This is an optimization exercise on Yosys and OpenROAD, whose aim is small area and a short achievable clock period, not a production implementation. In this exercise RTL edits were held to simulation tests only and were not proved equivalent to the original. No driver is modelled on the clock port, so clocking that relies on it looks cheaper here than on a real chip. No activity file was given, so power comes from the tool's default toggle rates.

`design/flow/design.v`:
```
module rf_rd_bit (
  input  logic [31:1] s,
  input  logic [31:1] d,
  output logic        y
);
  logic [3:0] p;
  ao8  u0 (.s(s[8:1]),   .d(d[8:1]),   .y(p[0]));
  ao8  u1 (.s(s[16:9]),  .d(d[16:9]),  .y(p[1]));
  ao8  u2 (.s(s[24:17]), .d(d[24:17]), .y(p[2]));
  ao7  u3 (.s(s[31:25]), .d(d[31:25]), .y(p[3]));
  or4x uo (.a(p), .y(y));
endmodule
module rf_rd_bit2 (
  input  logic [32:1] s,
  input  logic [32:1] d,
  output logic        y
);
  logic [3:0] p;
  ao8  u0 (.s(s[8:1]),   .d(d[8:1]),   .y(p[0]));
  ao8  u1 (.s(s[16:9]),  .d(d[16:9]),  .y(p[1]));
  ao8  u2 (.s(s[24:17]), .d(d[24:17]), .y(p[2]));
  ao8  u3 (.s(s[32:25]), .d(d[32:25]), .y(p[3]));
  or4x uo (.a(p), .y(y));
endmodule
module add33 (
  input  logic [31:0] a,
  input  logic [31:0] b,
  input  logic        ci,
  output logic [32:0] s
);
  logic [31:0] g0, p0;
  logic [31:0] g [6];
  logic [31:0] p [6];
  assign g0 = a & b;
  assign p0 = a ^ b;
  always_comb begin
    g[0] = g0;
    p[0] = p0;
    g[0][0] = g0[0] | (p0[0] & ci);
    for (int l = 0; l < 5; l++)
      for (int i = 0; i < 32; i++)
        if ((i >> l) & 1) begin
          g[l+1][i] = g[l][i] | (p[l][i] & g[l][((i >> l) << l) - 1]);
          p[l+1][i] = p[l][i] & p[l][((i >> l) << l) - 1];
        end else begin
          g[l+1][i] = g[l][i];
          p[l+1][i] = p[l][i];
        end
    s[0] = p0[0] ^ ci;
    for (int i = 1; i < 32; i++) s[i] = p0[i] ^ g[5][i-1];
    s[32] = g[5][31];
  end
endmodule
module cla13 (
  input  logic [12:0] a,
  input  logic [12:0] b,
  output logic [13:1] c
);
  logic [12:0] g [5];
  logic [12:0] t [5];
  always_comb begin
    g[0] = a & b;
    t[0] = a | b;
    for (int l = 0; l < 4; l++)
      for (int i = 0; i < 13; i++)
        if ((i >> l) & 1) begin
          g[l+1][i] = g[l][i] | (t[l][i] & g[l][((i >> l) << l) - 1]);
          t[l+1][i] = t[l][i] & t[l][((i >> l) << l) - 1];
        end else begin
          g[l+1][i] = g[l][i];
          t[l+1][i] = t[l][i];
        end
    for (int i = 1; i < 14; i++) c[i] = g[4][i-1];
  end
endmodule
module mem_rd_bit (
  input  logic [63:0] s,
  input  logic [63:0] d,
  output logic        y
);
  logic [7:0] p;
  genvar i;
  generate
    for (i = 0; i < 8; i++) begin : g_p
      ao8 u (.s(s[8*i +: 8]), .d(d[8*i +: 8]), .y(p[i]));
    end
  endgenerate
  or8x uo (.a(p), .y(y));
endmodule
module ao8 (
  input  logic [7:0] s,
  input  logic [7:0] d,
  output logic       y
);
  assign y = |(s & d);
endmodule
module ao7 (
  input  logic [6:0] s,
  input  logic [6:0] d,
  output logic       y
);
  assign y = |(s & d);
endmodule
module g_nor2 (
  input  logic a, b,
  output logic y
);
  assign y = ~(a | b);
endmodule
module g_nand2 (
  input  logic a, b,
  output logic y
);
  assign y = ~(a & b);
endmodule
module g_nand4 (
  input  logic a, b, c, d,
  output logic y
);
  assign y = ~(a & b & c & d);
endmodule
module or4x (
  input  logic [3:0] a,
  output logic       y
);
  logic [1:0] n;
  g_nor2  u0 (.a(a[0]), .b(a[1]), .y(n[0]));
  g_nor2  u1 (.a(a[2]), .b(a[3]), .y(n[1]));
  g_nand2 u2 (.a(n[0]), .b(n[1]), .y(y));
endmodule
module or8x (
  input  logic [7:0] a,
  output logic       y
);
  logic [3:0] n;
  g_nor2  u0 (.a(a[0]), .b(a[1]), .y(n[0]));
  g_nor2  u1 (.a(a[2]), .b(a[3]), .y(n[1]));
  g_nor2  u2 (.a(a[4]), .b(a[5]), .y(n[2]));
  g_nor2  u3 (.a(a[6]), .b(a[7]), .y(n[3]));
  g_nand4 u4 (.a(n[0]), .b(n[1]), .c(n[2]), .d(n[3]), .y(y));
endmodule
module ld_bit (
  input  logic [3:0] s,
  input  logic [3:0] d,
  input  logic       a,
  input  logic       e,
  input  logic       f,
  output logic       y
);
  assign y = (|(s & d)) | a | e | f;
endmodule
module wb_ao (
  input  logic [8:0] s,
  input  logic [8:0] d,
  output logic       y
);
  assign y = |(s & d);
endmodule
module and4x (
  input  logic [3:0] a,
  input  logic       en,
  output logic [3:0] y
);
  assign y = a & {4{en}};
endmodule
module singlecycle(
  input  wire        i_clk,
  input  wire        i_rst,
  input  wire [31:0] i_io_sw,
  input  wire [31:0] i_io_btn,
  output wire [31:0] o_imem_addr,
  input  wire [31:0] i_imem_data,
  output wire [31:0] o_pc_debug,
  output wire        o_insn_vld,
  output wire [31:0] o_io_ledg,
  output wire [31:0] o_io_ledr,
  output wire [31:0] o_io_lcd,
  output wire [6:0]  o_io_hex0,
  output wire [6:0]  o_io_hex1,
  output wire [6:0]  o_io_hex2,
  output wire [6:0]  o_io_hex3,
  output wire [6:0]  o_io_hex4,
  output wire [6:0]  o_io_hex5,
  output wire [6:0]  o_io_hex6,
  output wire [6:0]  o_io_hex7
);
  logic [31:0] pc, pc_dbg;
  logic        vld;
  wire  [31:0] ins = i_imem_data;
  assign o_imem_addr = pc;
  wire [6:0] op  = ins[6:0];
  wire [2:0] f3  = ins[14:12];
  wire [4:0] rs1a = ins[19:15];
  wire [4:0] rs2a = ins[24:20];
  wire [4:0] rda  = ins[11:7];
  wire is_load  = (op == 7'b0000011);
  wire is_store = (op == 7'b0100011);
  wire is_r     = (op == 7'b0110011);
  wire is_br    = (op == 7'b1100011);
  wire is_i     = (op == 7'b0010011);
  wire is_jal   = (op == 7'b1101111);
  wire is_jalr  = (op == 7'b1100111);
  wire is_lui   = (op == 7'b0110111);
  wire is_auipc = (op == 7'b0010111);
  wire insn_vld = is_load | is_store | is_r | is_br | is_i | is_jal | is_jalr | is_lui | is_auipc;
  wire rd_we    = is_load | is_r | is_i | is_jal | is_jalr | is_lui | is_auipc;
  wire [31:0] imm_i = {{20{ins[31]}}, ins[31:20]};
  wire [31:0] imm_s = {{20{ins[31]}}, ins[31:25], ins[11:7]};
  wire [31:0] imm_b = {{20{ins[31]}}, ins[7], ins[30:25], ins[11:8], 1'b0};
  wire [31:0] imm_j = {{12{ins[31]}}, ins[19:12], ins[20], ins[30:21], 1'b0};
  wire [31:0] imm_u = {ins[31:12], 12'b0};
  logic [31:0] wb;
  logic [31:0] rfq [32];
  logic [31:1] rf_v;
  logic [31:1] rf_we;
  genvar g, b;
  generate
    for (g = 1; g < 32; g++) begin : g_rf
      logic [31:0] q;
      logic        v;
      assign rf_we[g] = rd_we && (rda == g);
      always_ff @(posedge i_clk)
        if (rf_we[g]) q <= wb;
      always_ff @(posedge i_clk or posedge i_rst)
        if (i_rst) v <= 1'b0;
        else if (rf_we[g]) v <= 1'b1;
      assign rfq[g]  = q;
      assign rf_v[g] = v;
    end
  endgenerate
  wire use_rs2 = ins[5] & ~ins[3] & ~ins[2];
  wire [31:0] imm_i_w = imm_i;
  logic [31:1] s1, s2;
  always_comb
    for (int k = 1; k < 32; k++) begin
      s1[k] = rf_v[k] && (rs1a == k);
      s2[k] = rf_v[k] && (rs2a == k) && use_rs2;
    end
  logic [31:0] rs1, opb;
  generate
    for (b = 0; b < 32; b++) begin : g_rfrd
      logic [31:1] col;
      for (g = 1; g < 32; g++) begin : g_c
        assign col[g] = rfq[g][b];
      end
      rf_rd_bit  u1 (.s(s1), .d(col), .y(rs1[b]));
      rf_rd_bit2 u2 (.s({~use_rs2, s2}), .d({imm_i_w[b], col}), .y(opb[b]));
    end
  endgenerate
  wire [31:0] imm_ls = {imm_i[31:5], ins[5] ? ins[11:7] : ins[24:20]};
  wire op_br  = ins[6] & ~ins[2];
  wire op_ri  = ins[4] & ~ins[2];
  wire msub   = op_br | (op_ri && f3[2:1] == 2'b01) | (op_ri && ins[5] && f3 == 3'b000 && ins[30]);
  logic [32:0] madd;
  add33 u_add (.a(rs1), .b(opb ^ {32{msub}}), .ci(msub), .s(madd));
  wire un   = (op_br && f3[2:1] == 2'b11) || (op_ri && f3 == 3'b011);
  wire eq   = (rs1 == opb);
  wire less = un ? (~madd[32] | (opb == 32'b0))
                 : ((rs1[31] ^ opb[31]) ? rs1[31] : madd[31]);
  logic taken;
  always_comb
    case (f3)
      3'b000:  taken = eq;
      3'b001:  taken = !eq;
      3'b100:  taken = less;
      3'b101:  taken = !less | eq;
      3'b110:  taken = less;
      3'b111:  taken = !less | eq;
      default: taken = 1'b0;
    endcase
  logic [31:0] imm_pc;
  always_comb begin
    if (is_br)       imm_pc = imm_b;
    else if (is_jal) imm_pc = imm_j;
    else             imm_pc = imm_u;
  end
  wire [31:0] pct = pc + imm_pc;
  wire [4:0]  sh = opb[4:0];
  wire        shl_op = ~f3[2];
  logic [31:0] sh_in, shl;
  always_comb
    for (int k = 0; k < 32; k++) sh_in[k] = shl_op ? rs1[31-k] : rs1[k];
  wire [63:0] shr_w = {{32{ins[30] & rs1[31] & ~shl_op}}, sh_in} >> sh;
  always_comb
    for (int k = 0; k < 32; k++) shl[k] = shr_w[31-k];
  logic [13:1] cy;                     
  cla13 u_cla (.a(rs1[12:0]), .b(imm_ls[12:0]), .c(cy));
  wire [1:0]  off = rs1[1:0] + imm_ls[1:0];
  wire [31:0] ax = rs1 ^ imm_ls;
  wire [31:0] ag = rs1 & imm_ls;
  localparam int NR = 8;
  localparam logic [32*NR-1:0] RK  = {32'h7810, 32'h7800, 32'h7030, 32'h7024,
                                      32'h7020, 32'h7010, 32'h7000, 32'h2000};
  localparam logic [5*NR-1:0]  RLO = {5'd4, 5'd4, 5'd4, 5'd2, 5'd2, 5'd4, 5'd4, 5'd13};
  logic [NR-1:0] hit;
  always_comb
    for (int r = 0; r < NR; r++) begin
      logic ok, ci;
      ok = 1'b1;
      for (int i = 2; i < 32; i++) begin
        if (i == RLO[5*r +: 5]) begin
          ci = (i == 13) ? cy[13] : (i == 4) ? cy[4] : cy[2];
          ok = ok & ~(ax[i] ^ ci ^ RK[32*r + i]);
        end else if (i > RLO[5*r +: 5]) begin
          ci = ax[i-1] ? ~RK[32*r + i - 1] : ag[i-1];
          ok = ok & ~(ax[i] ^ ci ^ RK[32*r + i]);
        end
      end
      hit[r] = ok;
    end
  wire in_mem  = hit[0];
  wire in_ledr = hit[1];
  wire in_ledg = hit[2];
  wire in_seg0 = hit[3];
  wire in_seg1 = hit[4];
  wire in_lcd  = hit[5];
  wire in_sw   = hit[6];
  wire in_btn  = hit[7];
  wire [7:0] sa = rs1[7:0];
  wire [7:0] sb = imm_ls[7:0];
  wire       c2 = (sa[1] & sb[1]) | ((sa[1] | sb[1]) & sa[0] & sb[0]);
  logic [63:0] wsel;
  always_comb
    for (int w = 0; w < 64; w++) begin
      logic [7:0] k;
      logic       ok, ci;
      k  = {w[5:0], 2'b00};
      ok = ~(sa[2] ^ sb[2] ^ c2 ^ k[2]);
      for (int i = 3; i < 8; i++) begin
        ci = (sa[i-1] == sb[i-1]) ? sa[i-1] : ~k[i-1];
        ok = ok & ~(sa[i] ^ sb[i] ^ ci ^ k[i]);
      end
      wsel[w] = ok;
    end
  logic [31:0] memq [64];
  logic [31:0] mem_rd;
  logic [3:0]  lane_we [4];    
  generate
    for (g = 0; g < 64; g++) begin : g_mem
      logic [31:0] q;
      for (b = 0; b < 4; b++) begin : g_lane
        always_ff @(posedge i_clk)
          if (lane_we[g / 16][b] && wsel[g]) q[8*b +: 8] <= sdata[8*b +: 8];
      end
      assign memq[g] = q;
    end
    for (b = 0; b < 32; b++) begin : g_mrd
      logic [63:0] col;
      for (g = 0; g < 64; g++) begin : g_c
        assign col[g] = memq[g][b];
      end
      mem_rd_bit u (.s(wsel), .d(col), .y(mem_rd[b]));
    end
  endgenerate
  logic [3:0]  m0, mask;
  logic [31:0] sdata;
  always_comb begin
    case (f3)
      3'b010:  m0 = 4'b1111;
      3'b001:  m0 = 4'b0011;
      3'b000:  m0 = 4'b0001;
      default: m0 = 4'b0000;
    endcase
    mask  = m0 << off;
    sdata = opb << {off, 3'b000};
  end
  wire st_mem = is_store & in_mem;
  generate
    for (g = 0; g < 4; g++) begin : g_lwe
      and4x u (.a(mask), .en(st_mem), .y(lane_we[g]));
    end
  endgenerate
  logic [16:0] ledr;
  logic [7:0]  ledg;
  logic [31:0] lcd;
  logic [63:0] seg;
  wire seg_h3 = (f3 == 3'b001) && (off == 2'b11);    
  always_ff @(posedge i_clk or posedge i_rst) begin
    if (i_rst) begin
      ledr <= '0;
      ledg <= '0;
      lcd  <= '0;
      seg  <= '0;
    end else if (is_store) begin
      if (in_ledr) ledr <= opb[16:0];
      if (in_ledg) ledg <= opb[7:0];
      if (in_lcd)  lcd  <= opb;
      for (int k = 0; k < 4; k++) begin
        if (in_seg0 && mask[k] && !seg_h3) seg[8*k +: 8]      <= sdata[8*k +: 8];
        if (in_seg1 && mask[k] && !seg_h3) seg[32 + 8*k +: 8] <= sdata[8*k +: 8];
      end
    end
  end
  assign o_io_ledr = {15'b0, ledr};
  assign o_io_ledg = {24'b0, ledg};
  assign o_io_lcd  = lcd;
  assign o_io_hex0 = seg[6:0];
  assign o_io_hex1 = seg[14:8];
  assign o_io_hex2 = seg[22:16];
  assign o_io_hex3 = seg[30:24];
  assign o_io_hex4 = seg[38:32];
  assign o_io_hex5 = seg[46:40];
  assign o_io_hex6 = seg[54:48];
  assign o_io_hex7 = seg[62:56];
  wire ld_w  = is_load && (f3 == 3'b010);
  wire ld_h  = is_load && (f3 == 3'b001) && (off != 2'b11);
  wire ld_hu = is_load && (f3 == 3'b101) && (off != 2'b11);
  wire ld_b  = is_load && (f3 == 3'b000);
  wire ld_bu = is_load && (f3 == 3'b100);
  logic [3:0] lane_ok;    
  always_comb begin
    lane_ok[0] = ld_w | ld_h | ld_hu | ld_b | ld_bu;
    lane_ok[1] = ld_w | ld_h | ld_hu;
    lane_ok[2] = ld_w;
    lane_ok[3] = ld_w;
  end
  logic [3:0] tk [4];     
  logic [3:0] sg [4];     
  always_comb
    for (int r = 0; r < 4; r++)
      for (int s2 = 0; s2 < 4; s2++) begin
        tk[r][s2] = (s2 >= r) && lane_ok[r] && (s2 - r == off);
        sg[r][s2] = ((r >= 1) && ld_b && (off == s2)) || ((r >= 2) && ld_h && (off + 1 == s2));
      end
  wire [31:0] segw = ({32{in_seg0}} & seg[31:0]) | ({32{in_seg1}} & seg[63:32]);
  logic [31:0] ld_io;
  always_comb begin
    for (int r = 0; r < 4; r++) begin
      logic [7:0] byt;
      logic       sb7;
      byt = '0;
      sb7 = 1'b0;
      for (int s2 = 0; s2 < 4; s2++) begin
        byt = byt | ({8{tk[r][s2]}} & segw[8*s2 +: 8]);
        sb7 = sb7 | (sg[r][s2] & segw[8*s2 + 7]);
      end
      ld_io[8*r +: 8] = byt | {8{sb7}};
    end
    ld_io = ld_io | ({32{is_load & in_ledr}} & {15'b0, ledr})
                  | ({32{is_load & in_ledg}} & {24'b0, ledg})
                  | ({32{is_load & in_lcd}}  & lcd)
                  | ({32{is_load & in_sw}}   & {14'b0, i_io_sw[17:0]})
                  | ({32{is_load & in_btn}}  & {22'b0, i_io_btn[9:0]});
  end
  logic [3:0] tkm [4];
  logic [3:0] sgm;        
  always_comb
    for (int r = 0; r < 4; r++) begin
      tkm[r] = tk[r] & {4{in_mem}};
      sgm[r] = 1'b0;
      for (int s2 = 0; s2 < 4; s2++)
        sgm[r] = sgm[r] | (sg[r][s2] & in_mem & mem_rd[8*s2 + 7]);
    end
  wire [31:0] pc4 = pc + 32'd4;
  wire alu_op = is_r | is_i;
  logic [8:0] wsl;
  always_comb begin
    wsl[0] = alu_op && f3 == 3'b000;       
    wsl[1] = alu_op && f3 == 3'b001;       
    wsl[2] = alu_op && f3 == 3'b100;       
    wsl[3] = alu_op && f3 == 3'b101;       
    wsl[4] = alu_op && f3 == 3'b110;       
    wsl[5] = alu_op && f3 == 3'b111;       
    wsl[6] = is_jal | is_jalr;             
    wsl[7] = is_lui;
    wsl[8] = is_auipc;
  end
  wire slt_wb = alu_op && f3[2:1] == 2'b01 && less;
  logic [31:0] wb_e;
  generate
    for (b = 0; b < 32; b++) begin : g_wbe
      wb_ao u (
        .s(wsl),
        .d({pct[b], imm_u[b], pc4[b], rs1[b] & opb[b], rs1[b] | opb[b], shr_w[b],
            rs1[b] ^ opb[b], shl[b], madd[b]}),
        .y(wb_e[b]));
    end
  endgenerate
  generate
    for (b = 0; b < 32; b++) begin : g_wb
      logic [3:0] dsrc;
      for (g = 0; g < 4; g++) begin : g_s
        assign dsrc[g] = mem_rd[8*g + (b % 8)];
      end
      ld_bit u (.s(tkm[b / 8]), .d(dsrc), .a(b == 0 ? slt_wb : sgm[b / 8]), .e(wb_e[b]), .f(ld_io[b]), .y(wb[b]));
    end
  endgenerate
  logic [31:0] pc_nx;
  always_comb begin
    if (is_jalr)                      pc_nx = madd[31:0];
    else if (is_jal | (is_br & taken)) pc_nx = pct;
    else                              pc_nx = pc4;
  end
  always_ff @(posedge i_clk or posedge i_rst) begin
    if (i_rst) begin
      pc     <= '0;
      pc_dbg <= '0;
      vld    <= 1'b0;
    end else begin
      pc     <= pc_nx;
      pc_dbg <= pc;
      vld    <= insn_vld;
    end
  end
  assign o_pc_debug = pc_dbg;
  assign o_insn_vld = vld;
endmodule
```
`design/flow/flow/run.sh`:
```
#!/bin/bash
set -euo pipefail
LATE_MARGIN=6.5

PLAT_DU=$(sed -n '/^export DONT_USE_CELLS += /,/^#/p' "$FLOW_HOME/platforms/sky130hd/config.mk" \
          | grep -o 'sky130_fd_sc_hd__[a-z0-9_]*' | tr '\n' ' ')
DU="${PLAT_DU}sky130_fd_sc_hd__a222oi_1"

# the make command of standard.sh, without its setup margin
MK=$(grep '^make ' standard.sh | sed -e 's/ "\${@:-finish}"$//' -e 's/ SETUP_SLACK_MARGIN=[^ ]*//')
MK="$MK 'DONT_USE_CELLS=$DU'"
eval "$MK SETUP_SLACK_MARGIN=5 synth"     > flow_1_synth.log 2>&1
eval "$MK SETUP_SLACK_MARGIN=5 floorplan" > flow_2_floorplan.log 2>&1
eval "$MK SETUP_SLACK_MARGIN=5 'BUFFER_PORTS_ARGS=-buffer_cell sky130_fd_sc_hd__buf_2' place" > flow_3_place.log 2>&1
eval "$MK SETUP_SLACK_MARGIN=$LATE_MARGIN cts"    > flow_4_cts.log 2>&1
eval "$MK SETUP_SLACK_MARGIN=$LATE_MARGIN route"  > flow_5_route.log 2>&1
eval "$MK SETUP_SLACK_MARGIN=$LATE_MARGIN finish" > flow_6_finish.log 2>&1

# nothing left to make; standard.sh writes out/final.def
bash standard.sh finish > flow_7_write_def.log 2>&1
```
`design/flow/standard.sh`:
```
#!/bin/bash
# synth_recipe.tcl (not shown) runs the flow's synth.tcl, then flattens the netlist and writes it again
# the make line also repeats each setting of config.mk as NAME=value (left out here)
make -C /OpenROAD-flow-scripts/flow DESIGN_CONFIG=/design/flow/config.mk WORK_HOME=/design/flow/orfs CLKGATE_MAP_FILE= SYNTH_SCRIPT=/design/flow/synth_recipe.tcl "${@:-finish}"
```
`design/flow/config.mk`:
```
export PLATFORM = sky130hd
export DESIGN_NAME = singlecycle
export DESIGN_NICKNAME = singlecycle
export VERILOG_FILES = /design/flow/design.v
export SDC_FILE = /design/flow/constraint.sdc
export NUM_CORES = 8
export LEC_CHECK = 0
export CAP_MARGIN = 20
export CORE_MARGIN = 2
export CORE_UTILIZATION = 60
export CTS_CLUSTER_DIAMETER = 80
export CTS_CLUSTER_SIZE = 24
export SETUP_SLACK_MARGIN = 5
export SLEW_MARGIN = 20
export SYNTH_HIERARCHICAL = 1
export SYNTH_MINIMUM_KEEP_SIZE = 0
```
`design/flow/constraint.sdc`:
```
create_clock -name core_clock -period 15.0 [get_ports {i_clk}]
set_input_delay 3.0000 -clock core_clock [delete_from_list [all_inputs] [get_ports {i_clk}]]
set_output_delay 3.0000 -clock core_clock [all_outputs]
set_load 0.01 [all_outputs]
```
==> notes.md, run 1 <==
status=complete, but fails checks; Failing Checks=max-slew violations; finished layout cell area=0.156 sq mm; initial DRC count=17800; largest net degree at the start of global routing=82; Die Area=0.232 sq mm; Critical Path Fanout Max=16; routed len/inst=37.6 um; Levels on crit path=29; period utilisation layout=58.7%; vias per cell=7.41; Met2 Wirelength=215000 um; DRC Markers=0; Floorplan Core Area=0.227 sq mm; Worst-Skew Late Latency=0.91 ns; CP Data Required Time=15.77 ns; P&R area growth vs syn=13.9%; Hold Path Class=reg -> reg; port bufs=239; max_cap viols=0; Fin Setup TNS=0 ns; Ports=315; Avg Synthesized Cell Area=14.7 sq um; clock skew=0.0669 ns; CTS Hold Buffers Added=0; synth warn=24; clock-pin slew on the worst setup and hold paths=0.09 ns; worst relative slew slack=-13.1%; First-pass DRT Iterations=7; DR WL met3=79400 um; commonest non-fill, non-tap cell in the layout=edfxtp_1; Slew Viols, Final=4; Die Y=482 um; DP Area=0.144 sq mm; min Tclk post-route=8.80 ns; M1 wire length=179000 um; Row Count=175; setup violators final=0; vias=99000; initial antenna violation count=30; clk sinks=3257; RSZ-0062 raised after global routing=yes; CTS tree=built; Crit Path Category=in -> reg; Worst path max stage delay=0.65 ns; final hold vios=0; drt total wl=502000 um; cell area after synthesis=0.137 sq mm; placed insts=12800; fill cell count=15500; CP top delay family=compound AO/OA/AOI/OAI gates; PD cells=118 mW/mm^2; commonest non-fill, non-tap cells in the layout=edfxtp_1 (3040), a22oi_1 (2132), nand4_1 (580); first-pass GRT wire length=679000 um; GR Overflow Total=0; max layer used=met5; fmax=114 MHz; H-tree Lvls=4; Worst-Margin Slew=1.70 ns; power after layout=18.4 mW; Worst EP arrival=9.57 ns; Final ANT Viol Nets=0; GR Util All Layers=41.9%; dpl hpwl=325000 um; Min-Delay Path Depth=2; fin cells=13400; Critical Path Sink Type=flop; die width=482 um; Worst Path Buf+Inv=6; leakage power=52.0 nW; vias in the first global route=90800; starting utilization of the core area=60.3%; cells on worst reg2reg path=32; CTS Buffer Depth=3; VDD IR max=0.000130 V; routability congestion estimate from global placement=1.04; Critical-path top delay cell=nor2_1; startpoint types=input port; Cells after Synth=9325; layout cells sized above 1=17.6%; final net count=10500; CTS root buffer=clkbuf_16; cts bufs inserted=163
## path summary, 6_finish.rpt
| path | start | slack [ns] | to |
|---|---|---|---|
| setup / recovery | i_imem_data[23] | 6.20 | pc[28] |
| hold reg to reg | seg[63] | 0.49 | seg[63] |
| setup reg to reg | g_rf[16].v | 8.50 | g_rf[29].q[16] |
| hold / removal | seg[63] | 0.49 | seg[63] |
| min in group asynchronous | i_rst | 2.17 | pc_dbg[10] |
| max in group asynchronous | i_rst | 11.48 | g_rf[1].v |
## area by class of cell
type                            count  area (sq um)  share of cell area [%]
Clock buffer                      192          4260                    2.73
Antenna cell                       15          37.5                  0.0241
Inverter                          185           836                   0.536
Sequential cell                  3257         96700                    62.0
Clock inverter                     34           549                   0.352
Multi-Input combinational cell   5761         41700                    26.8
Timing Repair Buffer              902          8070                    5.18
Tap cell                         3009          3760                    2.41
## stage by stage
| step | setup WS [ns] | util (%) | hold slack [ns] |
|---|---|---|---|
| finish | 6.20 | 68.7 | 0.491 |
| global route | 6.10 | 68.7 | 0.509 |
| CTS | 6.40 | 67.3 | 0.494 |
| detailed placement | 1.84 | 63.5 | 0.466 |
| global placement | 2.00 | 63.5 | 0.459 |
| floorplan | 5.14 | - | 0.412 |
## flip-flops by register name (all words and copies together), names as in the netlist
| signal | flops |
|---|---|
| g_mem.q | 2048 |
| g_rf.q | 992 |
| g_rf.v | 31 |
| lcd | 32 |
| ledg | 8 |
| ledr | 17 |
| pc | 32 |
| pc_dbg | 32 |
| seg | 64 |
| vld | 1 |
## power by group
part | leakage, nW | internal (mW) | total, mW | switching [mW]
clock network | 2.32 | 2.10 | 4.96 | 2.86
registers | 30.5 | 10.4 | 10.5 | 0.0965
logic | 19.1 | 0.734 | 2.88 | 2.15
## worst register-to-register path: cells and delay by family (launching register included)
kind	cells	cell delay (ns)
AO/OA/AOI/OAI	6	1.07
XOR/XNOR	1	0.20
adder cells (fa/ha/maj)	1	0.14
buffers and inverters	11	1.81
flip-flops	1	0.40
AND/OR/NAND/NOR	13	2.60
## repair_timing
item,CTS,global route
endpoints found under the setup margin,3079,3071
gates resized for setup,560,359
setup buffers,137,145
cloned,20,16
pin swaps,95,120
## metal layers
layer	vias to the layer above	GRT usage [%]
met5	-	0
met4	14	18.8
met3	1491	14.4
met2	8016	60.3
met1	49500	57.9
li1	40000	-
==> run 2: changes to the inputs <==
--- a/design/flow/flow/run.sh
+++ b/design/flow/flow/run.sh
@@ -14,5 +14,5 @@
 eval "$MK SETUP_SLACK_MARGIN=5 'BUFFER_PORTS_ARGS=-buffer_cell sky130_fd_sc_hd__buf_2' place" > flow_3_place.log 2>&1
-eval "$MK SETUP_SLACK_MARGIN=$LATE_MARGIN cts"    > flow_4_cts.log 2>&1
-eval "$MK SETUP_SLACK_MARGIN=$LATE_MARGIN route"  > flow_5_route.log 2>&1
-eval "$MK SETUP_SLACK_MARGIN=$LATE_MARGIN finish" > flow_6_finish.log 2>&1
+eval "$MK SETUP_SLACK_MARGIN=$LATE_MARGIN SKIP_GATE_CLONING=1 cts"    > flow_4_cts.log 2>&1
+eval "$MK SETUP_SLACK_MARGIN=$LATE_MARGIN SKIP_GATE_CLONING=1 route"  > flow_5_route.log 2>&1
+eval "$MK SETUP_SLACK_MARGIN=$LATE_MARGIN SKIP_GATE_CLONING=1 finish" > flow_6_finish.log 2>&1
 
==> run 2 against run 1 <==
  * Combinational power fell by 3%
  * Flip-flop and latch count did not move
  * Largest power group unchanged
  * Global-route usage fell by 0.27 points
  * Largest cell class unchanged
  * Wire length fell by 0.54%
  * Highest routed layer unchanged
  * The run now finishes clean
  * Clock power barely moved
  * Critical path depth rose by 7
  * Sequential share of layout area rose by 0.31 points
==> notes.md, run 2 <==
status=timing/DRC/antenna clean; Hold Path Class=reg -> reg; leakage power=51.6 nW; vias=98800; P&R area growth vs syn=13.4%; vias in the first global route=90500; synth warn=24; Die Y=482 um; startpoint types=input port; Critical Path Fanout Max=17; clock-pin slew on the worst setup and hold paths=0.09 ns; commonest non-fill, non-tap cell in the layout=edfxtp_1; Top Registers=g_mem.q: 2048 flops, g_rf.q: 992 flops, seg: 64 flops; M2 GR Usage=60.1%; DP Area=0.144 sq mm; CTS root buffer=clkbuf_16; reg-to-reg endpoint=g_rf[24].q[22]; CTS Hold Buffers Added=0; cell area after synthesis=0.137 sq mm; die width=482 um; fill cell count=15600; cts bufs inserted=163; fin cells=13300; hold_ws=0.490 ns; CTS tree=built; finished layout cell area=0.155 sq mm; GR Util All Layers=41.6%; max reg flops=2048; VDD IR max=0.000130 V; most used cell, CP=buf_12; GR Util met1=57.7%; min-delay src=seg[31]; Fin Setup TNS=0 ns; period utilisation layout=58.1%; Multi-input gate area=0.0413 sq mm; power after layout=18.3 mW; CP top delay family=compound AO/OA/AOI/OAI gates; clock skew=0.0721 ns; Slew Viols, Final=0; port bufs=239; initial DRC count=17400; Top reg by flops=g_mem.q; starting utilization of the core area=60.3%; final net count=10500; RSZ-0062 raised after global routing=yes; Worst Path Buf+Inv=10; Worst-Margin Slew=1.19 ns; Hold Path Sink=seg[31]; H-tree Lvls=4; met3 global-route usage=13.7%; final hold vios=0; DRC Markers=0; grt peak-use layer=met2; clk sinks=3257; Worst R2R Start=g_rf[8].v; dpl hpwl=325000 um; drt total wl=499000 um; first-pass GRT wire length=675000 um; CP Data Required Time=15.74 ns; Critical Path Sink Type=flop; Die Area=0.232 sq mm; min Tclk post-route=8.71 ns; routability congestion estimate from global placement=1.04; routed len/inst=37.5 um; PD cells=118 mW/mm^2; R2R setup slack=8.59 ns; First-pass DRT Iterations=8; vias per cell=7.41; Worst EP arrival=9.45 ns; largest net degree at the start of global routing=82; Avg Synthesized Cell Area=14.7 sq um; Reg area=0.0967 sq mm; commonest non-fill, non-tap cells in the layout=edfxtp_1 (3040), a22oi_1 (2150), nand4_1 (580); max_cap viols=0; Row Count=175; cells on worst reg2reg path=30; Min-Delay Path Depth=2; Ports=315; GR Overflow Total=0; Critical-path top delay cell=o32a_1; setup violators final=0; Cells after Synth=9325; worst relative slew slack=19.8%; initial antenna violation count=31; Worst-Skew Late Latency=0.91 ns; Worst path max stage delay=0.38 ns; CTS Buffer Depth=3; placed insts=12800; Final ANT Viol Nets=0; Floorplan Core Area=0.227 sq mm; fmax=115 MHz; layout cells sized above 1=17.1%; Crit Path Category=in -> reg
run 2: what timing repair did:
| action | in CTS | in global routing |
|---|---|---|
| buffers inserted | 149 | 133 |
| resized for setup | 551 | 299 |
| endpoints found under the setup margin | 3079 | 3071 |
| pin swaps | 85 | 118 |
run 2: layout make-up:
| class | instances | area share (%) |
|---|---|---|
| clock buffers | 192 | 2.75 |
| repair buffers | 879 | 4.99 |
| clock inverters | 34 | 0.354 |
| inverters | 185 | 0.539 |
| well taps | 3009 | 2.43 |
| multi-input cells | 5748 | 26.6 |
| diodes | 18 | 0.0290 |
| flip-flops and latches | 3257 | 62.3 |
run 2: how the worst max path moves through the flow:
stage / from / end / slack [ns] / depth (start not counted)
global placement: i_imem_data[17] / g_rf[11].q[8] / 2.00 / 27
floorplan: i_imem_data[2] / pc[25] / 5.14 / 35
detailed placement: i_imem_data[17] / g_rf[11].q[8] / 1.84 / 27
finish: i_imem_data[3] / pc[29] / 6.29 / 36
global route: i_imem_data[3] / pc[29] / 6.12 / 32
CTS: i_imem_data[5] / g_rf[17].q[31] / 6.31 / 23
run 2: layer usage:
| layer | wire length (um) | vias to the layer above |
|---|---|---|
| met5 | 112 | - |
| met4 | 29300 | 18 |
| met3 | 77200 | 1569 |
| met2 | 214000 | 8001 |
| met1 | 179000 | 49200 |
| li1 | - | 39900 |
run 2: where the power goes:
part | leakage [nW] | switching, mW | internal (mW)
Combinational | 18.8 | 2.09 | 0.702
Clock | 2.32 | 2.86 | 2.10
Sequential | 30.5 | 0.0959 | 10.4
run 2: worst register-to-register path, delay by kind of cell (launching register included):
kind                     cells  cell delay [ns]
flip-flops                   1             0.41
AO/OA/AOI/OAI                6             1.11
XOR/XNOR                     1             0.22
AND/OR/NAND/NOR             13             2.63
adder cells (fa/ha/maj)      1             0.14
buffers and inverters        9             1.65
run 2: per-stage QoR:
| stage | util (%) | setup WS (ns) |
|---|---|---|
| after global routing | 68.3 | 6.12 |
| after floorplan | - | 5.14 |
| after global placement | 63.5 | 2.00 |
| final | 68.4 | 6.29 |
| after CTS | 67.2 | 6.31 |
| after detailed placement | 63.5 | 1.84 |
==> run 3: changes to the inputs <==
--- a/design/flow/flow/run.sh
+++ b/design/flow/flow/run.sh
@@ -2,3 +2,3 @@
 set -euo pipefail
-LATE_MARGIN=6.5
+LATE_MARGIN=7.0
 
==> run 3 against run 2 <==
  * Count of clock-buffer cells in the layout stayed put
  * First-iteration DRC count is 6.6% higher
  * Largest cell class unchanged
  * Die area stayed put
  * Hold slack better by 0.0061 ns
  * Still clean
  * Maximum frequency is 1.9% lower
  * Critical path type unchanged
  * Area after synthesis stayed put
  * Largest power group unchanged
==> notes.md, run 3 <==
status=timing/DRC/antenna clean; Critical Path Sink Type=flop; dpl hpwl=325000 um; Final ANT Viol Nets=0; cells on worst reg2reg path=34; fmax=113 MHz; CTS root buffer=clkbuf_16; worst relative slew slack=17.7%; Worst R2R Start=g_rf[4].v; Reg area=0.0967 sq mm; cell area after synthesis=0.137 sq mm; H-tree Lvls=4; Hold Path Sink=seg[63]; clock-pin slew on the worst setup and hold paths=0.09 ns; layout cells sized above 1=22.3%; Floorplan Core Area=0.227 sq mm; fin cells=13600; commonest non-fill, non-tap cell in the layout=edfxtp_1; drt total wl=523000 um; fill cell count=15000; Min-Delay Path Depth=2; first-pass GRT wire length=688000 um; largest net degree at the start of global routing=82; initial antenna violation count=34; routed len/inst=38.4 um; Top reg by flops=g_mem.q; synth warn=24; Crit Path Category=in -> reg; starting utilization of the core area=60.3%; max_cap viols=0; final net count=10800; First-pass DRT Iterations=9; Top Registers=g_mem.q: 2048 flops, g_rf.q: 992 flops, seg: 64 flops; GR Util All Layers=42.5%; Avg Synthesized Cell Area=14.7 sq um; vias per cell=7.45; min-delay src=seg[63]; VDD IR max=0.000131 V; Multi-input gate area=0.0425 sq mm; clock skew=0.0683 ns; Die Y=482 um; vias in the first global route=91800; Worst-Margin Slew=1.22 ns; Fin Setup TNS=0 ns; routability congestion estimate from global placement=1.04; Critical Path Fanout Max=18; final hold vios=0; clk sinks=3257; CTS tree=built; Die Area=0.232 sq mm; DRC Markers=0; startpoint types=input port; Critical-path top delay cell=ha_4; Worst path max stage delay=0.44 ns; commonest non-fill, non-tap cells in the layout=edfxtp_1 (3040), a22oi_1 (2119), nand4_1 (580); placed insts=12800; CTS Hold Buffers Added=0; cts bufs inserted=163; Slew Viols, Final=0; Row Count=175; finished layout cell area=0.161 sq mm; initial DRC count=18500; max reg flops=2048; vias=101000; setup violators final=0; RSZ-0062 raised after global routing=yes; port bufs=239; min Tclk post-route=8.88 ns; PD cells=120 mW/mm^2; GR Overflow Total=0; Worst-Skew Late Latency=0.91 ns; most used cell, CP=buf_12; Worst EP arrival=9.54 ns; CP Data Required Time=15.66 ns; R2R setup slack=8.31 ns; die width=482 um; Cells after Synth=9325; reg-to-reg endpoint=g_rf[1].q[8]; Hold Path Class=reg -> reg; Ports=315; P&R area growth vs syn=17.4%; leakage power=54.1 nW; period utilisation layout=59.2%; CTS Buffer Depth=3; DP Area=0.144 sq mm
[run 3: power breakdown]
group          leakage [nW]  total, mW  switching [mW]  internal [mW]
clock                  2.32       4.98            2.88           2.10
sequential             30.5       10.5          0.0959           10.4
combinational          21.3       3.73            2.50           1.22
total                  54.1       19.2            5.48           13.8
[run 3: worst max-delay path by stage]
stage / from / to
3_3_place_gp: i_imem_data[17] / g_rf[11].q[8]
5_1_grt: i_imem_data[3] / pc[25]
3_5_place_dp: i_imem_data[17] / g_rf[11].q[8]
4_1_cts: i_imem_data[3] / pc[29]
2_1_floorplan: i_imem_data[2] / pc[25]
6_report: i_imem_data[17] / g_rf[1].q[20]
[run 3: stage by stage]
| stage | util, % | worst slack [ns] | total power, mW | hold WS, ns |
|---|---|---|---|---|
| 2_1_floorplan | - | 5.14 | 11.9 | 0.412 |
| 3_3_place_gp | 63.5 | 2.00 | 13.1 | 0.459 |
| 3_5_place_dp | 63.5 | 1.84 | 13.1 | 0.466 |
| 4_1_cts | 68.6 | 6.49 | 18.3 | 0.494 |
| 5_1_grt | 70.7 | 6.10 | 19.5 | 0.512 |
| 6_report | 70.8 | 6.12 | 19.2 | 0.496 |
[run 3: cell type report]
type                       count  share of cell area (%)
sequential                  3257                    60.2
tap                         3009                    2.34
clock inverter                34                   0.342
multi-input combinational   5748                    26.5
clock buffer                 192                    2.65
timing repair buffer        1142                    7.41
inverter                     185                   0.523
antenna                       27                  0.0421
[run 3: critical path: cells and delay by family]
kind | cells | cell delay, ns
AO/OA/AOI/OAI | 4 | 0.60
XOR/XNOR | 1 | 0.30
adder cells (fa/ha/maj) | 1 | 0.44
buffers and inverters | 15 | 2.32
AND/OR/NAND/NOR | 16 | 2.81
[run 3: repair_timing]
item | CTS | global route
buffers inserted | 285 | 260
endpoints found under the setup margin | 3481 | 3071
gates cloned | 0 | 0
pin swaps | 179 | 161
resized for setup | 942 | 546
[run 3: per-layer routing]
layer / up-vias / wire, um / global-route usage, %
met2: 8516 / 219000 / 61.1
met5: - / 470 / 0
li1: 40500 / - / -
met3: 1814 / 87000 / 14.6
met4: 20 / 34000 / 20.0
met1: 50500 / 183000 / 58.4
==> run 4: changes to the inputs <==
--- a/design/flow/flow/run.sh
+++ b/design/flow/flow/run.sh
@@ -2,3 +2,3 @@
 set -euo pipefail
-LATE_MARGIN=7.0
+LATE_MARGIN=6.75
 
==> run 4 against run 3 <==
  * Worst setup slack improved by 0.089 ns
  * Clock power barely moved
  * First-iteration DRC count fell by 0.37%
  * Core utilization fell by 0.97 points
  * Count of clock-buffer cells in the layout did not move
  * Still clean on timing, DRC and antenna
  * Largest cell class unchanged
  * Sequential power barely moved
==> notes.md, run 4 <==
status=timing/DRC/antenna clean; vias per cell=7.41; M1 wire length=180000 um; vias=99900; layout cells sized above 1=19.5%; first-pass GRT wire length=683000 um; H-tree Lvls=4; startpoint types=input port; min Tclk post-route=8.79 ns; clk sinks=3257; Reg area=0.0967 sq mm; largest net degree at the start of global routing=82; dpl hpwl=325000 um; cell area after synthesis=0.137 sq mm; worst relative slew slack=21.8%; R2R setup slack=8.33 ns; Place WS=1.84 ns; Top reg by flops=g_mem.q; Worst EP arrival=9.44 ns; port bufs=239; Setup WS post-layout=6.21 ns; Hold Path Class=reg -> reg; finished layout cell area=0.158 sq mm; Cells after Synth=9325; min-delay src=pc[31]; Ports=315; initial DRC count=18400; Fin Setup TNS=0 ns; Critical-path top delay cell=a31oi_4; GR Overflow Total=0; CTS root buffer=clkbuf_16; Worst-Margin Slew=1.16 ns; Met2 Wirelength=216000 um; Hold Path Sink=pc_dbg[31]; Avg Synthesized Cell Area=14.7 sq um; DR WL met3=83300 um; max_cap viols=0; CTS tree=built; VDD IR max=0.000130 V; most used cell, CP=buf_12; Die Y=482 um; Slew Viols, Final=0; PD cells=118 mW/mm^2; Worst R2R Start=g_rf[8].v; routability congestion estimate from global placement=1.04; P&R area growth vs syn=15.7%; Row Count=175; vias in the first global route=91300; drt total wl=514000 um; cts bufs inserted=163; CTS Buffer Depth=3; GR Util All Layers=42.1%; die width=482 um; initial antenna violation count=27; commonest non-fill, non-tap cells in the layout=edfxtp_1 (3040), a22oi_1 (2124), nand4_1 (580); clock-pin slew on the worst setup and hold paths=0.09 ns; max reg flops=2048; reg-to-reg endpoint=g_rf[1].q[20]; period utilisation layout=58.6%; Min-Delay Path Depth=0; setup violators final=0; Crit Path Category=in -> reg; placed insts=12800; Critical Path Fanout Max=18; Worst-Skew Late Latency=0.90 ns; routed len/inst=38.1 um; RSZ-0062 raised after global routing=yes; Floorplan Core Area=0.227 sq mm; Multi-input gate area=0.0420 sq mm; starting utilization of the core area=60.3%; commonest non-fill, non-tap cell in the layout=edfxtp_1; fin cells=13500; leakage power=53.1 nW; fill cell count=15200; Final ANT Viol Nets=0; Top Registers=g_mem.q: 2048 flops, g_rf.q: 992 flops, seg: 64 flops; Die Area=0.232 sq mm; clock skew=0.0635 ns; synth warn=24; max layer used=met5; cells on worst reg2reg path=35; DRC Markers=0; Critical Path Sink Type=flop; final hold vios=0; First-pass DRT Iterations=7; CP Data Required Time=15.65 ns; final net count=10700; Worst path max stage delay=0.37 ns; hold_ws=0.492 ns; DP Area=0.144 sq mm; fmax=114 MHz; CTS Hold Buffers Added=0
## run 4: cell type report
| cell class | instances | area share, % |
|---|---|---|
| clock buffers | 192 | 2.69 |
| diodes | 14 | 0.0221 |
| multi-input cells | 5748 | 26.5 |
| inverters | 185 | 0.526 |
| clock inverters | 34 | 0.347 |
| repair buffers | 1051 | 6.49 |
| flip-flops and latches | 3257 | 61.0 |
| well taps | 3009 | 2.38 |
## run 4: worst max-delay path: cells and delay by family
kind            cells  cell delay, ns
buf+inv            16            2.30
xor+xnor            1            0.17
compound gates      6            1.12
simple gates       15            2.74
## run 4: where the power goes
part | switching [mW] | internal [mW] | leakage, nW
sequential | 0.0962 | 10.4 | 30.5
clock | 2.88 | 2.10 | 2.32
combinational | 2.29 | 0.944 | 20.2
total | 5.27 | 13.5 | 53.1
## run 4: how the worst max path moves through the flow
stage,start,end,cells after the start
finish,i_imem_data[17],g_rf[1].q[20],38
global route,i_imem_data[3],pc[29],36
CTS,i_imem_data[3],g_rf[5].q[0],37
detailed placement,i_imem_data[17],g_rf[11].q[8],27
global placement,i_imem_data[17],g_rf[11].q[8],27
floorplan,i_imem_data[2],pc[25],35
## run 4: metrics by stage
stage	util, %	total power [mW]
2_1_floorplan	-	11.9
3_3_place_gp	63.5	13.1
3_5_place_dp	63.5	13.1
4_1_cts	68.0	18.1
5_1_grt	69.8	19.1
6_report	69.8	18.7
## run 4: what timing repair did
item | CTS | global route
pin swaps | 129 | 152
endpoints found under the setup margin | 3098 | 3071
setup buffers | 224 | 230
gates resized for setup | 765 | 404
hold endpoints to repair | 0 | 0
## run 4: per-layer routing
metal	global-route usage, %	up-vias
met3	14.5	1759
met2	60.7	8187
met1	57.9	49700
met5	0	-
met4	19.8	18
li1	-	40300
==> run 5: changes to the inputs <==
--- a/design/flow/design.v
+++ b/design/flow/design.v
@@ -9,3 +9,3 @@
   ao8  u2 (.s(s[24:17]), .d(d[24:17]), .y(p[2]));
-  ao7  u3 (.s(s[31:25]), .d(d[31:25]), .y(p[3]));
+  ao8  u3 (.s({1'b0, s[31:25]}), .d({1'b0, d[31:25]}), .y(p[3]));
   or4x uo (.a(p), .y(y));
@@ -96,9 +96,2 @@
 endmodule
-module ao7 (
-  input  logic [6:0] s,
-  input  logic [6:0] d,
-  output logic       y
-);
-  assign y = |(s & d);
-endmodule
 module g_nor2 (
@@ -151,9 +144,2 @@
 endmodule
-module wb_ao (
-  input  logic [8:0] s,
-  input  logic [8:0] d,
-  output logic       y
-);
-  assign y = |(s & d);
-endmodule
 module and4x (
@@ -424,5 +410,4 @@
       end
-  wire [31:0] segw = ({32{in_seg0}} & seg[31:0]) | ({32{in_seg1}} & seg[63:32]);
-  logic [31:0] ld_io;
-  always_comb begin
+  function automatic logic [31:0] seg_align(input logic [31:0] w, input logic [15:0] tkv,
+                                            input logic [15:0] sgv);
     for (int r = 0; r < 4; r++) begin
@@ -433,13 +418,25 @@
       for (int s2 = 0; s2 < 4; s2++) begin
-        byt = byt | ({8{tk[r][s2]}} & segw[8*s2 +: 8]);
-        sb7 = sb7 | (sg[r][s2] & segw[8*s2 + 7]);
+        byt = byt | ({8{tkv[4*r + s2]}} & w[8*s2 +: 8]);
+        sb7 = sb7 | (sgv[4*r + s2] & w[8*s2 + 7]);
       end
-      ld_io[8*r +: 8] = byt | {8{sb7}};
+      seg_align[8*r +: 8] = byt | {8{sb7}};
     end
-    ld_io = ld_io | ({32{is_load & in_ledr}} & {15'b0, ledr})
-                  | ({32{is_load & in_ledg}} & {24'b0, ledg})
-                  | ({32{is_load & in_lcd}}  & lcd)
-                  | ({32{is_load & in_sw}}   & {14'b0, i_io_sw[17:0]})
-                  | ({32{is_load & in_btn}}  & {22'b0, i_io_btn[9:0]});
-  end
+  endfunction
+  wire [15:0] tkp = {tk[3], tk[2], tk[1], tk[0]};
+  wire [15:0] sgp = {sg[3], sg[2], sg[1], sg[0]};
+  wire [31:0] seg0_v = seg_align(seg[31:0], tkp, sgp);
+  wire [31:0] seg1_v = seg_align(seg[63:32], tkp, sgp);
+  wire [7:0] io_sel = {is_auipc, {in_btn, in_sw, in_lcd, in_seg1, in_seg0, in_ledg, in_ledr} & {7{is_load}}};
+  logic [31:0] ld_io;
+  generate
+    for (b = 0; b < 32; b++) begin : g_ldio
+      wire [31:0] ledr_w = {15'b0, ledr};
+      wire [31:0] ledg_w = {24'b0, ledg};
+      wire [31:0] sw_w   = {14'b0, i_io_sw[17:0]};
+      wire [31:0] btn_w  = {22'b0, i_io_btn[9:0]};
+      ao8 u (.s(io_sel),
+             .d({pct[b], btn_w[b], sw_w[b], lcd[b], seg1_v[b], seg0_v[b], ledg_w[b], ledr_w[b]}),
+             .y(ld_io[b]));
+    end
+  endgenerate
   logic [3:0] tkm [4];
@@ -455,3 +452,3 @@
   wire alu_op = is_r | is_i;
-  logic [8:0] wsl;
+  logic [7:0] wsl;
   always_comb begin
@@ -465,3 +462,2 @@
     wsl[7] = is_lui;
-    wsl[8] = is_auipc;
   end
@@ -471,5 +467,5 @@
     for (b = 0; b < 32; b++) begin : g_wbe
-      wb_ao u (
+      ao8 u (
         .s(wsl),
-        .d({pct[b], imm_u[b], pc4[b], rs1[b] & opb[b], rs1[b] | opb[b], shr_w[b],
+        .d({imm_u[b], pc4[b], rs1[b] & opb[b], rs1[b] | opb[b], shr_w[b],
             rs1[b] ^ opb[b], shl[b], madd[b]}),
==> design/flow/flow/run.sh (replaced) <==
#!/bin/bash
set -euo pipefail
LATE_MARGIN=6.5

bash standard.sh synth floorplan > flow_1_synth_floorplan.log 2>&1

# the make command of standard.sh, without its setup margin
MK=$(grep '^make ' standard.sh | sed -e 's/ "\${@:-finish}"$//' -e 's/ SETUP_SLACK_MARGIN=[^ ]*//')
eval "$MK SETUP_SLACK_MARGIN=5 'BUFFER_PORTS_ARGS=-buffer_cell sky130_fd_sc_hd__buf_2' place" > flow_2_place.log 2>&1
eval "$MK SETUP_SLACK_MARGIN=$LATE_MARGIN cts"    > flow_3_cts.log 2>&1
eval "$MK SETUP_SLACK_MARGIN=$LATE_MARGIN route"  > flow_4_route.log 2>&1
eval "$MK SETUP_SLACK_MARGIN=$LATE_MARGIN finish" > flow_5_finish.log 2>&1

# nothing left to make; standard.sh writes out/final.def
bash standard.sh finish > flow_6_write_def.log 2>&1
==> run 5 against run 4 <==
  * Now fails the layout checks on max-slew violations
  * Non-clock buffer count shrank 108
  * Flip-flop and latch count unchanged
  * Wire length fell by 1.4%
  * Clock skew is 0.023 ns higher
  * First-iteration DRC count is 1.2% lower
  * Combinational power is 9.6% higher
  * Critical path type unchanged
==> notes.md, run 5 <==
Die Y=483 um; CTS root buffer=clkbuf_16; max_cap viols=0; GR Overflow Total=0; clock skew=0.0864 ns; startpoint types=input port; switching fraction of total power=29.7%; vias per cell=7.39; H-tree Lvls=4; clock-pin slew on the worst setup and hold paths=0.10 ns; finished layout cell area=0.158 sq mm; Min-Delay Path Depth=1; cts bufs inserted=165; Die Area=0.233 sq mm; Failing Checks=max-slew violations; Final ANT Viol Nets=0; Top Registers=g_mem.q: 2048 flops, g_rf.q: 992 flops, seg: 64 flops; layout cells sized above 1=18.2%; Gate power share=18.4%; die width=483 um; R2R setup slack=8.38 ns; CTS tree=built; worst relative slew slack=-10.7%; M1 wire length=180000 um; clock power share=26.4%; Row Count=175; CTS Buffer Depth=3; Fin Setup TNS=0 ns; DR WL met3=82600 um; Critical Path Fanout Max=31; P&R area growth vs syn=14.8%; max layer used=met5; VDD IR max=0.000138 V; setup violators final=0; vias in the first global route=91700; cells on worst reg2reg path=23; drt total wl=506000 um; Floorplan Core Area=0.228 sq mm; Critical Path Sink Type=flop; starting utilization of the core area=60.4%; RSZ-0062 raised after global routing=yes; routability congestion estimate from global placement=1.05; synth warn=24; port bufs=239; dpl hpwl=327000 um; first-pass GRT wire length=687000 um; sequential share of power=55.2%; Worst-Skew Late Latency=0.92 ns; Avg Synthesized Cell Area=14.7 sq um; Worst-Margin Slew=1.66 ns; GR Util All Layers=42.1%; vias=100000; Top reg by flops=g_mem.q; max reg flops=2048; Ports=315; Internal=13.6 mW; leakage power=53.0 nW; Hold Path Class=reg -> reg; initial antenna violation count=40; clk sinks=3257; PD cells=122 mW/mm^2; cell area after synthesis=0.138 sq mm; commonest non-fill, non-tap cells in the layout=edfxtp_1 (3040), a22oi_1 (2340), nand4_1 (623); sw power=5.73 mW; CP Data Required Time=15.56 ns; DRC Markers=0; Cells after Synth=9323; Crit Path Category=in -> reg; period utilisation layout=58.8%; final net count=10700; Worst EP arrival=9.37 ns; routed len/inst=37.4 um; First-pass DRT Iterations=17; Met2 Wirelength=214000 um; initial DRC count=18200; DP Area=0.145 sq mm; largest net degree at the start of global routing=95; status=complete, but fails checks; min Tclk post-route=8.82 ns; final hold vios=0; Slew Viols, Final=3; fin util=69.3%; fmax=113 MHz; commonest non-fill, non-tap cell in the layout=edfxtp_1
==> run 5: final timing paths <==
| kind | endpoint | from |
|---|---|---|
| setup / recovery | g_rf[28].q[4] | i_imem_data[16] |
| hold / removal | g_rf[19].v | g_rf[19].v |
| setup reg to reg | g_rf[28].q[4] | g_rf[1].v |
| hold reg to reg | g_rf[19].v | g_rf[19].v |
| max in group asynchronous | seg[17] | i_rst |
| min in group asynchronous | pc_dbg[1] | i_rst |
==> run 5: cell type report <==
cell class | count | area (sq um)
Tap cell | 3009 | 3760
Sequential cell | 3257 | 96700
Multi-Input combinational cell | 5871 | 42600
Clock inverter | 42 | 709
Clock buffer | 203 | 4290
Timing Repair Buffer | 943 | 8920
Fill cell | 15500 | 69900
Inverter | 184 | 783
Antenna cell | 24 | 60.1
==> run 5: power groups by stage <==
stage	Combinational (mW)	Sequential [mW]	Clock (mW)
final	3.55	10.7	5.09
after global routing	3.58	10.7	5.39
after CTS	3.18	10.7	5.09
after detailed placement	2.94	10.9	0
after global placement	2.86	10.9	0
after floorplan	1.37	10.9	0
==> run 5: timing repair <==
| action | in CTS | in global routing |
|---|---|---|
| endpoints found under the setup margin | 3160 | 3071 |
| buffers inserted | 118 | 157 |
| pin swaps | 106 | 145 |
| hold buffers | 0 | 0 |
| cloned | 26 | 13 |
| gates resized for setup | 612 | 331 |
| hold endpoints to repair | 0 | 0 |
==> run 5: metrics by stage <==
stage | std cells | hold WS [ns] | setup WS, ns | total power [mW]
final | 13500 | 0.497 | 6.18 | 19.3
after global routing | 13500 | 0.502 | 6.21 | 19.7
after CTS | 13300 | 0.492 | 6.47 | 18.9
after detailed placement | 13000 | 0.461 | 1.86 | 13.8
after global placement | 12900 | 0.461 | 2.06 | 13.7
after floorplan | 9535 | 0.412 | 5.05 | 12.2
==> run 5: worst max-delay path, stage by stage <==
cell and delay, ns:
buf_12 0.14, nor2b_4 0.27, nor2b_4 0.34, and3_4 0.34
buf_8 0.16, a22oi_1 0.08, nand4_1 0.15, nor2_4 0.08
nand2_1 0.10, buf_8 0.14, clkinvlp_4 0.15, ha_4 0.30
xnor2_4 0.41, nor2b_4 0.17, nand2_4 0.25, nor2_4 0.13
buf_4 0.23, buf_4 0.21, a22oi_1 0.30, nand4_1 0.23
nor2_1 0.84, nand4_1 0.54, a22oi_1 0.34, nand3_1 0.11
buf_4 0.27
==> run 5: routing by layer <==
| layer | vias up | GRT usage (%) |
|---|---|---|
| met5 | - | 0.490 |
| met4 | 18 | 19.5 |
| met3 | 1509 | 15.3 |
| met2 | 8135 | 59.9 |
| met1 | 50000 | 58.3 |
| li1 | 40400 | - |
==> run 6: changes to the inputs <==
--- a/design/flow/flow/run.sh
+++ b/design/flow/flow/run.sh
@@ -9,5 +9,5 @@
 eval "$MK SETUP_SLACK_MARGIN=5 'BUFFER_PORTS_ARGS=-buffer_cell sky130_fd_sc_hd__buf_2' place" > flow_2_place.log 2>&1
-eval "$MK SETUP_SLACK_MARGIN=$LATE_MARGIN cts"    > flow_3_cts.log 2>&1
-eval "$MK SETUP_SLACK_MARGIN=$LATE_MARGIN route"  > flow_4_route.log 2>&1
-eval "$MK SETUP_SLACK_MARGIN=$LATE_MARGIN finish" > flow_5_finish.log 2>&1
+eval "$MK SETUP_SLACK_MARGIN=$LATE_MARGIN SKIP_GATE_CLONING=1 cts"    > flow_3_cts.log 2>&1
+eval "$MK SETUP_SLACK_MARGIN=$LATE_MARGIN SKIP_GATE_CLONING=1 route"  > flow_4_route.log 2>&1
+eval "$MK SETUP_SLACK_MARGIN=$LATE_MARGIN SKIP_GATE_CLONING=1 finish" > flow_5_finish.log 2>&1
 
==> run 6 against run 5 <==
  * The run now finishes clean
  * Clock power barely moved
  * Core utilization fell by 0.46 points
  * Final area fell by 0.67%
  * Area after synthesis did not move
  * Hold slack improved by 0.0083 ns
  * Count of clock-buffer cells in the layout did not move
  * Sequential power barely moved
  * Register-to-register slack improved by 0.07 ns
  * Sequential share of layout area rose by 0.41 points
  * Global-route usage fell by 0.29 points
==> notes.md, run 6 <==
Floorplan Core Area=0.228 sq mm; first-pass GRT wire length=683000 um; vias per cell=7.37; layout cells sized above 1=17.5%; clk sinks=3257; First-pass DRT Iterations=11; Final ANT Viol Nets=0; CTS Buffer Depth=3; Die Area=0.233 sq mm; CTS tree=built; Critical Path Sink Type=flop; DRC Markers=0; GR Overflow Total=0; Top reg by flops=g_mem.q; DP Area=0.145 sq mm; setup violators final=0; CTS Hold Buffers Added=0; vias in the first global route=91400; commonest non-fill, non-tap cells in the layout=edfxtp_1 (3040), a22oi_1 (2356), nand4_1 (623); Row Count=175; Critical-path top delay cell=nor4_4; placed insts=13000; die width=483 um; GR Util All Layers=41.8%; fmax=114 MHz; synth warn=24; Die Y=483 um; Ports=315; R2R setup slack=8.45 ns; worst relative slew slack=26.6%; startpoint types=input port; Critical Path Fanout Max=11; hold_ws=0.505 ns; clock-pin slew on the worst setup and hold paths=0.09 ns; Worst EP arrival=9.52 ns; vias=99200; Worst-Skew Late Latency=0.91 ns; fin cells=13500; max reg flops=2048; routed len/inst=37.4 um; Crit Path Category=in -> reg; Worst-Margin Slew=1.10 ns; drt total wl=503000 um; Fin Setup TNS=0 ns; CTS root buffer=clkbuf_16; starting utilization of the core area=60.4%; P&R area growth vs syn=14.0%; CP Data Required Time=15.75 ns; max_cap viols=0; RSZ-0062 raised after global routing=yes; Worst path max stage delay=0.39 ns; period utilisation layout=58.5%; power after layout=19.3 mW; most used cell, CP=buf_4; H-tree Lvls=4; final net count=10600; min Tclk post-route=8.78 ns; status=timing/DRC/antenna clean; PD cells=123 mW/mm^2; initial antenna violation count=40; cts bufs inserted=165; VDD IR max=0.000138 V; Cells after Synth=9323; Top Registers=g_mem.q: 2048 flops, g_rf.q: 992 flops, seg: 64 flops; Slew Viols, Final=0; largest net degree at the start of global routing=95; final hold vios=0; dpl hpwl=327000 um; cell area after synthesis=0.138 sq mm; Hold Path Class=reg -> reg; finished layout cell area=0.157 sq mm; initial DRC count=18300; Avg Synthesized Cell Area=14.7 sq um; clock skew=0.0802 ns; routability congestion estimate from global placement=1.05; port bufs=239; leakage power=52.5 nW; commonest non-fill, non-tap cell in the layout=edfxtp_1
==> run 6: worst paths after layout <==
path / to / start / cells after the start
hold reg to reg: g_rf[29].v / g_rf[29].v / 1
max in group asynchronous: seg[17] / i_rst / 3
hold / removal: g_rf[29].v / g_rf[29].v / 1
min in group asynchronous: pc_dbg[1] / i_rst / 2
setup / recovery: g_rf[23].q[0] / i_imem_data[3] / 34
setup reg to reg: g_rf[30].q[22] / g_rf[1].v / 23
==> run 6: metrics by stage <==
stage	utilization (%)	setup slack, ns
final	68.8	6.22
after global routing	68.8	6.25
after CTS	67.7	6.50
after detailed placement	63.9	1.86
after global placement	63.9	2.06
after floorplan	-	5.05
==> run 6: worst max-delay path, delay by kind of cell <==
kind            cells  cell delay (ns)
compound gates      6             1.20
xor+xnor            1             0.27
fa+ha+maj           1             0.27
buf+inv            11             1.84
mux                 2             0.30
simple gates       13             2.56
==> run 6: cell type report <==
cell class,instances,area [sq um]
fill,15600,70900
inverter,184,768
timing repair buffer,890,8170
clock buffer,203,4290
multi-input combinational,5861,42300
antenna,11,27.5
tap,3009,3760
sequential,3257,96700
clock inverter,42,709
==> run 6: power breakdown <==
part	total (mW)	leakage [nW]	internal, mW	switching [mW]
logic	3.53	19.6	0.906	2.62
clock network	5.09	2.40	2.15	2.93
registers	10.7	30.5	10.5	0.133
==> run 6: what timing repair did <==
item                       in CTS  in global routing
setup buffers                 119                132
gates resized for setup       556                322
setup endpoints to repair    3160               2315
pin swaps                      79                129
==> run 6: per-layer routing <==
layer  wire [um]  share of wire, %  global-route usage [%]
met4       29300               5.8                    19.1
met1      179000                36                    58.3
met5         154             0.031                       0
met3       80500                16                    14.1
met2      214000                43                    59.9
==> run 7: changes to the inputs <==
--- a/design/flow/design.v
+++ b/design/flow/design.v
@@ -24,2 +24,17 @@
 endmodule
+module dec2 (
+  input  logic [1:0] a,
+  output logic [3:0] y
+);
+  always_comb
+    for (int k = 0; k < 4; k++) y[k] = (a == k);
+endmodule
+module dec3e (
+  input  logic [2:0] a,
+  input  logic       en,
+  output logic [7:0] y
+);
+  always_comb
+    for (int k = 0; k < 8; k++) y[k] = en && (a == k);
+endmodule
 module add33 (
@@ -218,2 +233,8 @@
   wire [31:0] imm_i_w = imm_i;
+  logic [3:0] d1lo, d2lo;
+  logic [7:0] d1hi, d2hi;
+  dec2  u_d1lo (.a(rs1a[1:0]), .y(d1lo));
+  dec3e u_d1hi (.a(rs1a[4:2]), .en(1'b1), .y(d1hi));
+  dec2  u_d2lo (.a(rs2a[1:0]), .y(d2lo));
+  dec3e u_d2hi (.a(rs2a[4:2]), .en(use_rs2), .y(d2hi));
   logic [31:1] s1, s2;
@@ -221,4 +242,4 @@
     for (int k = 1; k < 32; k++) begin
-      s1[k] = rf_v[k] && (rs1a == k);
-      s2[k] = rf_v[k] && (rs2a == k) && use_rs2;
+      s1[k] = rf_v[k] & d1lo[k % 4] & d1hi[k / 4];
+      s2[k] = rf_v[k] & d2lo[k % 4] & d2hi[k / 4];
     end
==> run 7 against run 6 <==
  * Core utilization fell by 0.17 points
  * Total power shrank 1.4%
  * Wire length grew 0.67%
  * Area after synthesis is 0.15% lower
  * Final area decreased by 0.34%
  * Critical path depth fell by 1
  * Count of clock-buffer cells in the layout decreased by 27
  * Synthesized cell count down 0.33%
  * Critical endpoint is now g_rf[21].q[18]
==> notes.md, run 7 <==
routability congestion estimate from global placement=1.05; synth warn=26; Critical Path Sink Type=flop; Fin Setup TNS=0 ns; Gate power share=18.1%; cts bufs inserted=161; sw power=5.56 mW; commonest non-fill, non-tap cells in the layout=edfxtp_1 (3040), a22oi_1 (2337), nand4_1 (628); setup violators final=0; Top Registers=g_mem.q: 2048 flops, g_rf.q: 992 flops, seg: 64 flops; routed len/inst=37.8 um; Worst-Skew Late Latency=0.91 ns; Crit Path Category=in -> reg; PD cells=122 mW/mm^2; status=timing/DRC/antenna clean; CTS root buffer=clkbuf_16; period utilisation layout=58.6%; leakage power=52.0 nW; Floorplan Core Area=0.227 sq mm; Die Y=482 um; vias=99200; clock skew=0.0539 ns; vias per cell=7.40; P&R area growth vs syn=13.8%; startpoint types=input port; initial DRC count=17700; Internal=13.5 mW; clock-pin slew on the worst setup and hold paths=0.09 ns; die width=482 um; CTS Buffer Depth=3; GR Util All Layers=42.2%; max reg flops=2048; cell area after synthesis=0.137 sq mm; min Tclk post-route=8.79 ns; GR Overflow Total=0; commonest non-fill, non-tap cell in the layout=edfxtp_1; Row Count=175; vias in the first global route=91900; switching fraction of total power=29.2%; Die Area=0.233 sq mm; clock power share=25.8%; layout cells sized above 1=17.2%; Avg Synthesized Cell Area=14.8 sq um; Ports=315; Worst path max stage delay=0.49 ns; Top reg by flops=g_mem.q; CTS Hold Buffers Added=0; H-tree Lvls=4; sequential share of power=56.1%; hold_ws=0.484 ns; fill cell count=15700; Critical Path Fanout Max=36; dpl hpwl=326000 um; Hold Path Class=reg -> reg; CTS tree=built; Worst-Margin Slew=1.15 ns; port bufs=239; fmax=114 MHz; RSZ-0062 raised after global routing=yes; drt total wl=506000 um; initial antenna violation count=37; Worst EP arrival=9.40 ns; CP Data Required Time=15.61 ns; Multi-input gate area=0.0425 sq mm; starting utilization of the core area=60.4%; Slew Viols, Final=0; First-pass DRT Iterations=9; max_cap viols=0; DRC Markers=0; Reg area=0.0967 sq mm; largest net degree at the start of global routing=95; VDD IR max=0.000136 V; worst relative slew slack=23.5%; final net count=10600; clk sinks=3257; final hold vios=0; Final ANT Viol Nets=0; first-pass GRT wire length=687000 um; Cells after Synth=9292; Critical-path top delay cell=nor3_4
==> run 7: power by group through the flow <==
stage / Clock, mW / Combinational, mW / Sequential [mW]
floorplan: 0 / 1.32 / 10.9
global placement: 0 / 2.76 / 10.9
detailed placement: 0 / 2.84 / 10.9
CTS: 4.91 / 3.06 / 10.7
global route: 5.23 / 3.48 / 10.7
finish: 4.91 / 3.44 / 10.7
==> run 7: worst max-delay path, delay by kind of cell <==
kind | cells | cell delay (ns)
xor+xnor | 1 | 0.27
simple gates | 13 | 2.66
buf+inv | 14 | 2.30
fa+ha+maj | 1 | 0.25
compound gates | 4 | 0.81
==> run 7: path summary, 6_finish.rpt <==
kind	to	from	slack [ns]	depth (start not counted)
setup / recovery	g_rf[21].q[18]	i_imem_data[17]	6.21	33
max in group asynchronous	seg[63]	i_rst	11.52	3
hold / removal	g_rf[20].v	g_rf[20].v	0.48	1
hold reg to reg	g_rf[20].v	g_rf[20].v	0.48	1
min in group asynchronous	pc_dbg[14]	i_rst	2.22	2
setup reg to reg	g_rf[21].q[18]	g_rf[14].v	8.35	31
==> run 7: cell type report <==
cell class | instances | share of cell area (%)
antenna | 22 | 0.0352
clock buffer | 176 | 2.67
clock inverter | 33 | 0.316
inverter | 151 | 0.445
multi-input combinational | 5869 | 27.2
sequential | 3257 | 61.9
tap | 3009 | 2.41
timing repair buffer | 885 | 5.03
==> run 7: through the flow <==
| step | setup slack (ns) | cell area [sq um] | power, mW | cells | utilization [%] |
|---|---|---|---|---|---|
| final | 6.21 | 156000 | 19.0 | 13400 | 68.7 |
| after global routing | 6.27 | 156000 | 19.4 | 13400 | 68.7 |
| after CTS | 6.50 | 153000 | 18.6 | 13200 | 67.4 |
| after detailed placement | 2.65 | 146000 | 13.7 | 12900 | 64.0 |
| after global placement | 2.77 | 146000 | 13.6 | 12900 | 64.0 |
| after floorplan | 5.04 | 138000 | 12.2 | 9511 | - |
==> run 7: routing by layer <==
| metal | global-route usage (%) | part of all wire, % | vias to the layer above |
|---|---|---|---|
| met5 | 0 | 0.053 | - |
| met4 | 20.6 | 6.2 | 24 |
| met3 | 14.3 | 16 | 1580 |
| met2 | 60.3 | 42 | 7936 |
| met1 | 58.4 | 36 | 49500 |
| li1 | - | - | 40100 |
==> run 7: timing repair <==
action / CTS / global route
setup endpoints to repair: 3143 / 3071
endpoints found under the hold margin: 0 / 0
resized for setup: 476 / 325
gates cloned: 0 / 0
buffers inserted: 130 / 137
pin swaps: 55 / 100

[afterwards: timing with drivers on the ports]
How much do the figures lean on ideal ports? The routed layouts below were timed once more, with nothing changed but the port constraints. Step 1, drivers: a clkbuf_16 drives i_clk and a buf_2 each remaining input, both assumed. Step 2 also shifts input and output timing later by t, the mid clock arrival at the registers, as if the neighbouring blocks saw the same clock. Slacks: no drivers / after step 1 / after step 2; pairs: no drivers / after step 1.
run	t, ns	slack for setup (ns)
run 1	0.962	6.197 / 6.173 / 5.211
run 2	0.962	6.290 / 6.332 / 5.370
run 3	0.965	6.118 / 6.134 / 5.169
run 4	0.963	6.207 / 6.222 / 5.259
run 5	0.971	6.185 / 6.209 / 5.239
run 6	0.966	6.225 / 6.282 / 5.316
run 7	0.977	6.213 / 6.203 / 5.226
